This design comes from an exercise in tuning for small area, a short achievable clock period and few clock cycles on the open sky130 flow, not from production work.
At most, simulation tests tie the RTL to the original design; equivalence was not proved.

Setup of v11:
==> flow/design.v <==
module sdiv_sub32 (
    input  logic [31:0] a,
    input  logic [31:0] b,
    input  logic        cin,
    output logic [31:0] diff,
    output logic        ge
);
  logic [32:0] g [0:6];
  logic [32:0] p [0:6];
  logic [31:0] x;
  assign x = a ^ ~b;
  assign g[0][0] = cin;
  assign p[0][0] = 1'b0;
  genvar i, l;
  generate
    for (i = 0; i < 32; i = i + 1) begin : gen_gp
      assign g[0][i+1] = a[i] & ~b[i];
      assign p[0][i+1] = x[i];
    end
    for (l = 0; l < 6; l = l + 1) begin : gen_lvl
      for (i = 0; i < 33; i = i + 1) begin : gen_node
        if (((i >> l) & 1) == 1) begin : gen_op
          localparam integer J = ((i >> l) << l) - 1;
          assign g[l+1][i] = g[l][i] | (p[l][i] & g[l][J]);
          assign p[l+1][i] = p[l][i] & p[l][J];
        end else begin : gen_pass
          assign g[l+1][i] = g[l][i];
          assign p[l+1][i] = p[l][i];
        end
      end
    end
    for (i = 0; i < 32; i = i + 1) begin : gen_sum
      assign diff[i] = x[i] ^ g[6][i];
    end
  endgenerate
  assign ge = g[6][32];
endmodule
module std_sdiv_pipe #(
    parameter WIDTH = 32
) (
    input                           reset,
    input                           clk,
    input                           go,
    input  logic signed [WIDTH-1:0] left,
    input  logic signed [WIDTH-1:0] right,
    output logic signed [WIDTH-1:0] out_quotient,
    output logic signed [WIDTH-1:0] out_remainder,
    output logic                    done
);
  function automatic [5:0] clz32(input [31:0] x);
    logic [15:0] v1; logic [15:0]      c1;
    logic [7:0]  v2; logic [7:0][1:0]  c2;
    logic [3:0]  v4; logic [3:0][2:0]  c4;
    logic [1:0]  v8; logic [1:0][3:0]  c8;
    logic        v16; logic [4:0]      c16;
    integer i;
    begin
      for (i = 0; i < 16; i = i + 1) begin
        v1[i] = x[2*i+1] | x[2*i];
        c1[i] = ~x[2*i+1];
      end
      for (i = 0; i < 8; i = i + 1) begin
        v2[i] = v1[2*i+1] | v1[2*i];
        c2[i] = v1[2*i+1] ? {1'b0, c1[2*i+1]} : {1'b1, c1[2*i]};
      end
      for (i = 0; i < 4; i = i + 1) begin
        v4[i] = v2[2*i+1] | v2[2*i];
        c4[i] = v2[2*i+1] ? {1'b0, c2[2*i+1]} : {1'b1, c2[2*i]};
      end
      for (i = 0; i < 2; i = i + 1) begin
        v8[i] = v4[2*i+1] | v4[2*i];
        c8[i] = v4[2*i+1] ? {1'b0, c4[2*i+1]} : {1'b1, c4[2*i]};
      end
      v16 = v8[1] | v8[0];
      c16 = v8[1] ? {1'b0, c8[1]} : {1'b1, c8[0]};
      clz32 = v16 ? {1'b0, c16} : 6'd32;
    end
  endfunction
  localparam logic [1:0] IDLE = 2'd0, ALIGN = 2'd1, ITER = 2'd2, FIX = 2'd3;
  function automatic [31:0] shl_fill(input [31:0] x, input [4:0] amt, input f);
    logic [31:0] y;
    begin
      y = x;
      if (amt[0]) y = {y[30:0], f};
      if (amt[1]) y = {y[29:0], {2{f}}};
      if (amt[2]) y = {y[27:0], {4{f}}};
      if (amt[3]) y = {y[23:0], {8{f}}};
      if (amt[4]) y = {y[15:0], {16{f}}};
      shl_fill = y;
    end
  endfunction
  logic [1:0]  phase;
  logic [31:0] P, D, Q;
  logic [4:0]  cnt;
  logic        last, cin;
  logic        s, ls;
  wire        rs = s ^ ls;
  wire [31:0] abs_l = left[31] ? -left : left;
  wire [31:0] r_x = right ^ {32{right[31]}};
  wire        l_nz = |left;
  wire        r_nz = |right;
  wire        sgn = left[31] ^ right[31];
  wire [5:0]  clz_d = clz32(D);
  wire [5:0]  sh = (clz_d[5] ? 6'd31 : clz_d) - clz32(P);
  wire [31:0] diff;
  wire        ge;
  sdiv_sub32 u_sub (.a(P), .b(D), .cin(cin), .diff(diff), .ge(ge));
  wire        p_zero = (P == 32'd0);
  wire        skip = sh[5] | (s & ~ge);
  always_ff @(posedge clk) begin
    if (reset) begin
      phase <= IDLE;
      done <= 1'b0;
    end else begin
      done <= 1'b0;
      case (phase)
        IDLE: if (go) begin
          if (l_nz & r_nz) phase <= ALIGN;
          else done <= 1'b1;
        end
        ALIGN: if (!skip) phase <= ITER;
        else if (ls | s) phase <= FIX;
        else begin
          phase <= IDLE;
          done <= 1'b1;
        end
        ITER: if (last) begin
          if (ls | s) phase <= FIX;
          else begin
            phase <= IDLE;
            done <= 1'b1;
          end
        end
        FIX: begin
          phase <= IDLE;
          done <= 1'b1;
        end
      endcase
    end
  end
  always_ff @(posedge clk) begin
    case (phase)
      IDLE: if (go) begin
        P <= r_nz ? abs_l : left;
        D <= r_x;
        Q <= (l_nz & ~r_nz) ? (sgn ? 32'd1 : 32'hffffffff) : 32'd0;
        s <= sgn;
        ls <= left[31];
        cin <= ~right[31];
      end
      ALIGN: begin
        if (!sh[5]) D <= shl_fill(D, sh[4:0], rs);
        else if (!s) D <= 32'd0;
        if (s & ge) P <= diff;
        Q <= {32{s & ~skip}};
        cnt <= sh[4:0];
        last <= (sh[4:0] == 5'd0);
        cin <= ~(skip | rs);
      end
      ITER: begin
        if (ge) P <= diff;
        Q <= {Q[30:0], ge ^ s};
        if (!last) D <= {1'b0, D[31:1]};
        else if (!s) D <= 32'd0;
        cnt <= cnt - 5'd1;
        last <= (cnt == 5'd1);
        cin <= ~(last | rs);
      end
      FIX: begin
        if (!(s & p_zero)) P <= ls ? ~diff : diff;
      end
    endcase
  end
  assign out_quotient = Q;
  assign out_remainder = P;
endmodule
Settings: LEC_CHECK=0, ABC_AREA=1, CAP_MARGIN=20, CORE_MARGIN=2, CORE_UTILIZATION=40, PLACE_DENSITY=0.6, SETUP_SLACK_MARGIN=2.0, SLEW_MARGIN=20; clock period 6.0 ns.
run.sh (not shown) runs the stock make flow with config.mk's settings and CLKGATE_MAP_FILE= SYNTH_SCRIPT=/design/flow/synth_recipe.tcl, a recipe that flattens the netlist after the stock synthesis.
v11: all stages complete, timing, DRC and antenna checks passed
--- input diff v11..v36 ---
--- a/flow/design.v
+++ b/flow/design.v
@@ -76,33 +76,32 @@
       clz32 = v16 ? {1'b0, c16} : 6'd32;
     end
   endfunction
   localparam logic [1:0] IDLE = 2'd0, ALIGN = 2'd1, ITER = 2'd2, FIX = 2'd3;
-  function automatic [31:0] shl_fill(input [31:0] x, input [4:0] amt, input f);
-    logic [31:0] y;
-    begin
-      y = x;
-      if (amt[0]) y = {y[30:0], f};
-      if (amt[1]) y = {y[29:0], {2{f}}};
-      if (amt[2]) y = {y[27:0], {4{f}}};
-      if (amt[3]) y = {y[23:0], {8{f}}};
-      if (amt[4]) y = {y[15:0], {16{f}}};
-      shl_fill = y;
-    end
-  endfunction
   logic [1:0]  phase;
   logic [31:0] P, D, Q;
   logic [4:0]  cnt;
   logic        last, cin;
   logic        s, ls;
-  wire        rs = s ^ ls;
   wire [31:0] abs_l = left[31] ? -left : left;
-  wire [31:0] r_x = right ^ {32{right[31]}};
+  wire [31:0] abs_r = right[31] ? -right : right;
   wire        l_nz = |left;
   wire        r_nz = |right;
   wire        sgn = left[31] ^ right[31];
-  wire [5:0]  clz_d = clz32(D);
-  wire [5:0]  sh = (clz_d[5] ? 6'd31 : clz_d) - clz32(P);
+  wire [31:0] l_x = left ^ {32{left[31]}};
+  wire [31:0] r_x = right ^ {32{right[31]}};
+  wire [31:0] u = left[31] ? {l_x[30:0], 1'b1} : l_x;
+  function automatic [31:0] ones_at_or_above(input [31:0] x);
+    integer k;
+    begin
+      ones_at_or_above[31] = x[31];
+      for (k = 30; k >= 0; k = k - 1)
+        ones_at_or_above[k] = ones_at_or_above[k+1] | x[k];
+    end
+  endfunction
+  wire [31:0] u_above = ones_at_or_above(u);
+  wire        lt = |(r_x & ~u_above);
+  wire [5:0]  sh = clz32(D) - clz32(P);
   wire [31:0] diff;
   wire        ge;
   sdiv_sub32 u_sub (.a(P), .b(D), .cin(cin), .diff(diff), .ge(ge));
   wire        p_zero = (P == 32'd0);
@@ -114,9 +113,10 @@
     end else begin
       done <= 1'b0;
       case (phase)
         IDLE: if (go) begin
-          if (l_nz & r_nz) phase <= ALIGN;
+          if (l_nz & r_nz & ~lt) phase <= ALIGN;
+          else if (l_nz & (left[31] | right[31])) phase <= FIX;
           else done <= 1'b1;
         end
         ALIGN: if (!skip) phase <= ITER;
         else if (ls | s) phase <= FIX;
@@ -140,32 +140,32 @@
   end
   always_ff @(posedge clk) begin
     case (phase)
       IDLE: if (go) begin
-        P <= r_nz ? abs_l : left;
-        D <= r_x;
+        P <= abs_l;
+        D <= (lt & ~sgn) ? 32'd0 : abs_r;
         Q <= (l_nz & ~r_nz) ? (sgn ? 32'd1 : 32'hffffffff) : 32'd0;
         s <= sgn;
         ls <= left[31];
-        cin <= ~right[31];
+        cin <= ~((lt | ~r_nz) & left[31]);
       end
       ALIGN: begin
-        if (!sh[5]) D <= shl_fill(D, sh[4:0], rs);
+        if (!sh[5]) D <= D << sh[4:0];
         else if (!s) D <= 32'd0;
         if (s & ge) P <= diff;
         Q <= {32{s & ~skip}};
         cnt <= sh[4:0];
         last <= (sh[4:0] == 5'd0);
-        cin <= ~(skip | rs);
+        cin <= ~(skip & ls);
       end
       ITER: begin
         if (ge) P <= diff;
         Q <= {Q[30:0], ge ^ s};
         if (!last) D <= {1'b0, D[31:1]};
         else if (!s) D <= 32'd0;
         cnt <= cnt - 5'd1;
         last <= (cnt == 5'd1);
-        cin <= ~(last | rs);
+        cin <= ~(last & ls);
       end
       FIX: begin
         if (!(s & p_zero)) P <= ls ? ~diff : diff;
       end
[summary]
- v36 gives more aggregate global-route resource usage than v11 did.
- Changes observed in v36 relative to v11: sequential share of layout area lost 3.6 points, synthesized cell count lost 106, instance count on the critical path picked up an extra 1.
- v11 → v36: routing usage on met2 shows an increase of 2.4 points.
Function was not checked in any run of this note: the RTL went through the layout flow alone.


RTL: the design.v shown in full above, as it stands there.
==> flow/config.mk <==
export PLATFORM = sky130hd
export DESIGN_NAME = std_sdiv_pipe
export DESIGN_NICKNAME = std_sdiv_pipe
export VERILOG_FILES = /design/flow/design.v
export SDC_FILE = /design/flow/constraint.sdc
export NUM_CORES = 4
export LEC_CHECK = 0
export ABC_AREA = 1
export CAP_MARGIN = 20
export CORE_MARGIN = 2
export CORE_UTILIZATION = 40
export PLACE_DENSITY = 0.6
export SLEW_MARGIN = 20
==> flow/constraint.sdc <==
create_clock -name core_clock -period 6.0 [get_ports {clk}]
set_input_delay 1.2000 -clock core_clock [delete_from_list [all_inputs] [get_ports {clk}]]
set_output_delay 1.2000 -clock core_clock [all_outputs]
set_load 0.01 [all_outputs]
Rerun with:
--- a/flow/design.v
+++ b/flow/design.v
@@ -76,33 +76,19 @@
       clz32 = v16 ? {1'b0, c16} : 6'd32;
     end
   endfunction
   localparam logic [1:0] IDLE = 2'd0, ALIGN = 2'd1, ITER = 2'd2, FIX = 2'd3;
-  function automatic [31:0] shl_fill(input [31:0] x, input [4:0] amt, input f);
-    logic [31:0] y;
-    begin
-      y = x;
-      if (amt[0]) y = {y[30:0], f};
-      if (amt[1]) y = {y[29:0], {2{f}}};
-      if (amt[2]) y = {y[27:0], {4{f}}};
-      if (amt[3]) y = {y[23:0], {8{f}}};
-      if (amt[4]) y = {y[15:0], {16{f}}};
-      shl_fill = y;
-    end
-  endfunction
   logic [1:0]  phase;
   logic [31:0] P, D, Q;
   logic [4:0]  cnt;
   logic        last, cin;
   logic        s, ls;
-  wire        rs = s ^ ls;
   wire [31:0] abs_l = left[31] ? -left : left;
-  wire [31:0] r_x = right ^ {32{right[31]}};
+  wire [31:0] abs_r = right[31] ? -right : right;
   wire        l_nz = |left;
   wire        r_nz = |right;
   wire        sgn = left[31] ^ right[31];
-  wire [5:0]  clz_d = clz32(D);
-  wire [5:0]  sh = (clz_d[5] ? 6'd31 : clz_d) - clz32(P);
+  wire [5:0]  sh = clz32(D) - clz32(P);
   wire [31:0] diff;
   wire        ge;
   sdiv_sub32 u_sub (.a(P), .b(D), .cin(cin), .diff(diff), .ge(ge));
   wire        p_zero = (P == 32'd0);
@@ -141,34 +127,34 @@
   always_ff @(posedge clk) begin
     case (phase)
       IDLE: if (go) begin
         P <= r_nz ? abs_l : left;
-        D <= r_x;
+        D <= abs_r;
         Q <= (l_nz & ~r_nz) ? (sgn ? 32'd1 : 32'hffffffff) : 32'd0;
         s <= sgn;
         ls <= left[31];
-        cin <= ~right[31];
+        cin <= 1'b1;
       end
       ALIGN: begin
-        if (!sh[5]) D <= shl_fill(D, sh[4:0], rs);
+        if (!sh[5]) D <= D << sh[4:0];
         else if (!s) D <= 32'd0;
         if (s & ge) P <= diff;
         Q <= {32{s & ~skip}};
         cnt <= sh[4:0];
         last <= (sh[4:0] == 5'd0);
-        cin <= ~(skip | rs);
+        cin <= ~(skip & ls);
       end
       ITER: begin
         if (ge) P <= diff;
         Q <= {Q[30:0], ge ^ s};
         if (!last) D <= {1'b0, D[31:1]};
         else if (!s) D <= 32'd0;
         cnt <= cnt - 5'd1;
         last <= (cnt == 5'd1);
-        cin <= ~(last | rs);
+        cin <= ~(last & ls);
       end
       FIX: begin
-        if (!(s & p_zero)) P <= ls ? ~diff : diff;
+        P <= (s & p_zero) ? 32'd0 : (ls ? ~diff : diff);
       end
     endcase
   end
   assign out_quotient = Q;
Hold slack got worse by 16 ps.
Wire length came out higher by about 4.6%.
Count of clock-buffer cells in the layout stays the same.
Utilization is lower by 0.66 points.
Final cell count climbs by 1.3%.
Via count rises by 3.3%.
Area after synthesis goes up by about 2%.
Worst setup slack is better by 570 ps.
Register-to-register slack improves by 570 ps.
Synthesized cell count climbs by about 1.4%.
Maximum frequency climbs by 13%.
Testbench counts after the change, summed over its fixed seeds: cycles 12,688.
Only the layout flow was run in the first run of this note; the RTL was not checked for function there.


Another version of the RTL of std_sdiv_pipe (not shown whole).
Size in the first run: about 110 flip-flops, ~130 I/O pins, ~11000 um^2 of cells after synthesis.
==> module sdiv_sub32, before the edit <==
module sdiv_sub32 (
    input  logic [31:0] a,
    input  logic [31:0] b,
    output logic [31:0] diff,
    output logic        ge
);
  logic [32:0] g [0:6];
  logic [32:0] p [0:6];
  logic [31:0] x;
  assign x = a ^ ~b;
  assign g[0][0] = 1'b1;
  assign p[0][0] = 1'b0;
  genvar i, l;
  generate
    for (i = 0; i < 32; i = i + 1) begin : gen_gp
      assign g[0][i+1] = a[i] & ~b[i];
      assign p[0][i+1] = x[i];
    end
    for (l = 0; l < 6; l = l + 1) begin : gen_lvl
      for (i = 0; i < 33; i = i + 1) begin : gen_node
        if (((i >> l) & 1) == 1) begin : gen_op
          localparam integer J = ((i >> l) << l) - 1;
          assign g[l+1][i] = g[l][i] | (p[l][i] & g[l][J]);
          assign p[l+1][i] = p[l][i] & p[l][J];
        end else begin : gen_pass
          assign g[l+1][i] = g[l][i];
          assign p[l+1][i] = p[l][i];
        end
      end
    end
    for (i = 0; i < 32; i = i + 1) begin : gen_sum
      assign diff[i] = x[i] ^ g[6][i];
    end
  endgenerate
  assign ge = g[6][32];
endmodule
==> module std_sdiv_pipe, before the edit <==
module std_sdiv_pipe #(
    parameter WIDTH = 32
) (
    input                           reset,
    input                           clk,
    input                           go,
    input  logic signed [WIDTH-1:0] left,
    input  logic signed [WIDTH-1:0] right,
    output logic signed [WIDTH-1:0] out_quotient,
    output logic signed [WIDTH-1:0] out_remainder,
    output logic                    done
);
  function automatic [5:0] clz32(input [31:0] x);
    logic [15:0] v1; logic [15:0]      c1;
    logic [7:0]  v2; logic [7:0][1:0]  c2;
    logic [3:0]  v4; logic [3:0][2:0]  c4;
    logic [1:0]  v8; logic [1:0][3:0]  c8;
    logic        v16; logic [4:0]      c16;
    integer i;
    begin
      for (i = 0; i < 16; i = i + 1) begin
        v1[i] = x[2*i+1] | x[2*i];
        c1[i] = ~x[2*i+1];
      end
      for (i = 0; i < 8; i = i + 1) begin
        v2[i] = v1[2*i+1] | v1[2*i];
        c2[i] = v1[2*i+1] ? {1'b0, c1[2*i+1]} : {1'b1, c1[2*i]};
      end
      for (i = 0; i < 4; i = i + 1) begin
        v4[i] = v2[2*i+1] | v2[2*i];
        c4[i] = v2[2*i+1] ? {1'b0, c2[2*i+1]} : {1'b1, c2[2*i]};
      end
      for (i = 0; i < 2; i = i + 1) begin
        v8[i] = v4[2*i+1] | v4[2*i];
        c8[i] = v4[2*i+1] ? {1'b0, c4[2*i+1]} : {1'b1, c4[2*i]};
      end
      v16 = v8[1] | v8[0];
      c16 = v8[1] ? {1'b0, c8[1]} : {1'b1, c8[0]};
      clz32 = v16 ? {1'b0, c16} : 6'd32;
    end
  endfunction
  localparam logic [1:0] IDLE = 2'd0, ALIGN = 2'd1, ITER = 2'd2, FIX = 2'd3;
  logic [1:0]  phase;
  logic [31:0] P, D, Q;
  logic [4:0]  cnt;
  logic        last;
  logic        s, ls;
  wire start = go & (phase == IDLE);
  wire [31:0] abs_l = left[31] ? -left : left;
  wire [31:0] abs_r = right[31] ? -right : right;
  wire        l_nz = |left;
  wire        r_nz = |right;
  wire [5:0]  sh = clz32(D) - clz32(P);
  wire        sh_pos = ~sh[5] & (sh[4:0] != 5'd0);
  wire [31:0] diff;
  wire        ge;
  sdiv_sub32 u_sub (.a(P), .b(D), .diff(diff), .ge(ge));
  wire        p_zero = (P == 32'd0);
  always_ff @(posedge clk) begin
    if (reset) begin
      phase <= IDLE;
      done <= 1'b0;
    end else begin
      done <= 1'b0;
      case (phase)
        IDLE: if (go) begin
          if (l_nz & r_nz) phase <= ALIGN;
          else done <= 1'b1;
        end
        ALIGN: phase <= ITER;
        ITER: if (last) begin
          if (s) phase <= FIX;
          else begin
            phase <= IDLE;
            done <= 1'b1;
          end
        end
        FIX: begin
          phase <= IDLE;
          done <= 1'b1;
        end
      endcase
    end
  end
  always_ff @(posedge clk) begin
    case (phase)
      IDLE: if (go) begin
        P <= abs_l;
        D <= abs_r;
        Q <= {32{l_nz & ~r_nz}};
        s <= left[31] ^ right[31];
        ls <= left[31];
      end
      ALIGN: begin
        if (sh_pos) D <= D << sh[4:0];
        cnt <= sh_pos ? sh[4:0] : 5'd0;
        last <= ~sh_pos;
      end
      ITER: begin
        if (ge) P <= diff;
        Q <= {Q[30:0], ge};
        if (!last) D <= {1'b0, D[31:1]};
        cnt <= cnt - 5'd1;
        last <= (cnt == 5'd1);
      end
      FIX: begin
        P <= p_zero ? 32'd0 : diff;
      end
    endcase
  end
  assign out_quotient = s ? -Q : Q;
  assign out_remainder = ls ? -P : P;
endmodule
Settings: LEC_CHECK=0, CAP_MARGIN=20, CORE_MARGIN=2, CORE_UTILIZATION=40, PLACE_DENSITY=0.6, SLEW_MARGIN=20; clock period 6.0 ns.
Rerun with:
--- a/flow/design.v
+++ b/flow/design.v
@@ -2,4 +2,5 @@
     input  logic [31:0] a,
     input  logic [31:0] b,
+    input  logic        cin,
     output logic [31:0] diff,
     output logic        ge
@@ -9,5 +10,5 @@
   logic [31:0] x;
   assign x = a ^ ~b;
-  assign g[0][0] = 1'b1;
+  assign g[0][0] = cin;
   assign p[0][0] = 1'b0;
   genvar i, l;
@@ -80,16 +81,15 @@
   logic [31:0] P, D, Q;
   logic [4:0]  cnt;
-  logic        last;
+  logic        last, cin;
   logic        s, ls;
-  wire start = go & (phase == IDLE);
   wire [31:0] abs_l = left[31] ? -left : left;
   wire [31:0] abs_r = right[31] ? -right : right;
   wire        l_nz = |left;
   wire        r_nz = |right;
+  wire        sgn = left[31] ^ right[31];
   wire [5:0]  sh = clz32(D) - clz32(P);
-  wire        sh_pos = ~sh[5] & (sh[4:0] != 5'd0);
   wire [31:0] diff;
   wire        ge;
-  sdiv_sub32 u_sub (.a(P), .b(D), .diff(diff), .ge(ge));
+  sdiv_sub32 u_sub (.a(P), .b(D), .cin(cin), .diff(diff), .ge(ge));
   wire        p_zero = (P == 32'd0);
   always_ff @(posedge clk) begin
@@ -104,7 +104,12 @@
           else done <= 1'b1;
         end
-        ALIGN: phase <= ITER;
+        ALIGN: if (!sh[5]) phase <= ITER;
+        else if (ls | s) phase <= FIX;
+        else begin
+          phase <= IDLE;
+          done <= 1'b1;
+        end
         ITER: if (last) begin
-          if (s) phase <= FIX;
+          if (ls | s) phase <= FIX;
           else begin
             phase <= IDLE;
@@ -122,14 +127,17 @@
     case (phase)
       IDLE: if (go) begin
-        P <= abs_l;
+        P <= r_nz ? abs_l : left;
         D <= abs_r;
-        Q <= {32{l_nz & ~r_nz}};
-        s <= left[31] ^ right[31];
+        Q <= (l_nz & ~r_nz) ? (sgn ? 32'd1 : 32'hffffffff) : 32'd0;
+        s <= sgn;
         ls <= left[31];
+        cin <= 1'b1;
       end
       ALIGN: begin
-        if (sh_pos) D <= D << sh[4:0];
-        cnt <= sh_pos ? sh[4:0] : 5'd0;
-        last <= ~sh_pos;
+        if (!sh[5]) D <= D << sh[4:0];
+        else if (!s) D <= 32'd0;
+        cnt <= sh[4:0];
+        last <= (sh[4:0] == 5'd0);
+        cin <= ~(sh[5] & ls);
       end
       ITER: begin
@@ -137,13 +145,16 @@
         Q <= {Q[30:0], ge};
         if (!last) D <= {1'b0, D[31:1]};
+        else if (!s) D <= 32'd0;
         cnt <= cnt - 5'd1;
         last <= (cnt == 5'd1);
+        cin <= ~(last & ls);
       end
       FIX: begin
-        P <= p_zero ? 32'd0 : diff;
+        P <= (s & p_zero) ? 32'd0 : (ls ? ~diff : diff);
+        if (s) Q <= -Q;
       end
     endcase
   end
-  assign out_quotient = s ? -Q : Q;
-  assign out_remainder = ls ? -P : P;
+  assign out_quotient = Q;
+  assign out_remainder = P;
 endmodule
What happened:
- routed wire length grows by 14%
- die area came out higher by 5.2%
- critical path depth rises by 4
- non-clock buffer count came out higher by 12
- cell count goes up by 7.4%
- global-route usage goes up by 2.1 points
- worst setup slack got worse by 0.022 ns
No run of this note included a check of the RTL's function; only the layout flow was run.

==> separate check: timing with driven ports <==
Ports are ideal in the flow. The routed layouts listed here were re-timed in OpenROAD.
Step 1, drivers: a clkbuf_16 drives clk and a buf_2 each remaining input, both assumed.
Step 2 times the ports against the registers' clock, not the clock port: input delays grow and output delays shrink by t, the midpoint of the rising clock arrivals with the driver on.
Three values: ideal, step 1, step 2; two values: the first two.
run	shift t [ns]	setup slack, ns	worst setup path after step 2	clock arrival spread, ns
v11	0.424	2.103 / 2.103 / 1.960	input to register	0.013 / 0.013
v36	0.430	1.440 / 1.440 / 1.440	register to register	0.016 / 0.017
the first run of note 2	0.424	1.102 / 1.102 / 1.102	register to register	0.012 / 0.011
the second run of note 2	0.421	1.676 / 1.676 / 1.676	register to register	0.019 / 0.019
the first run of note 3	0.407	0.747 / 0.747 / 0.747	register to register	0.013 / 0.013
the second run of note 3	0.418	0.725 / 0.725 / 0.725	register to register	0.014 / 0.014
After both steps setup and hold are still met in every run listed. The setup slack of v11, which loses most, moves by 0.000 ns with the drivers and by -0.143 ns with both steps.
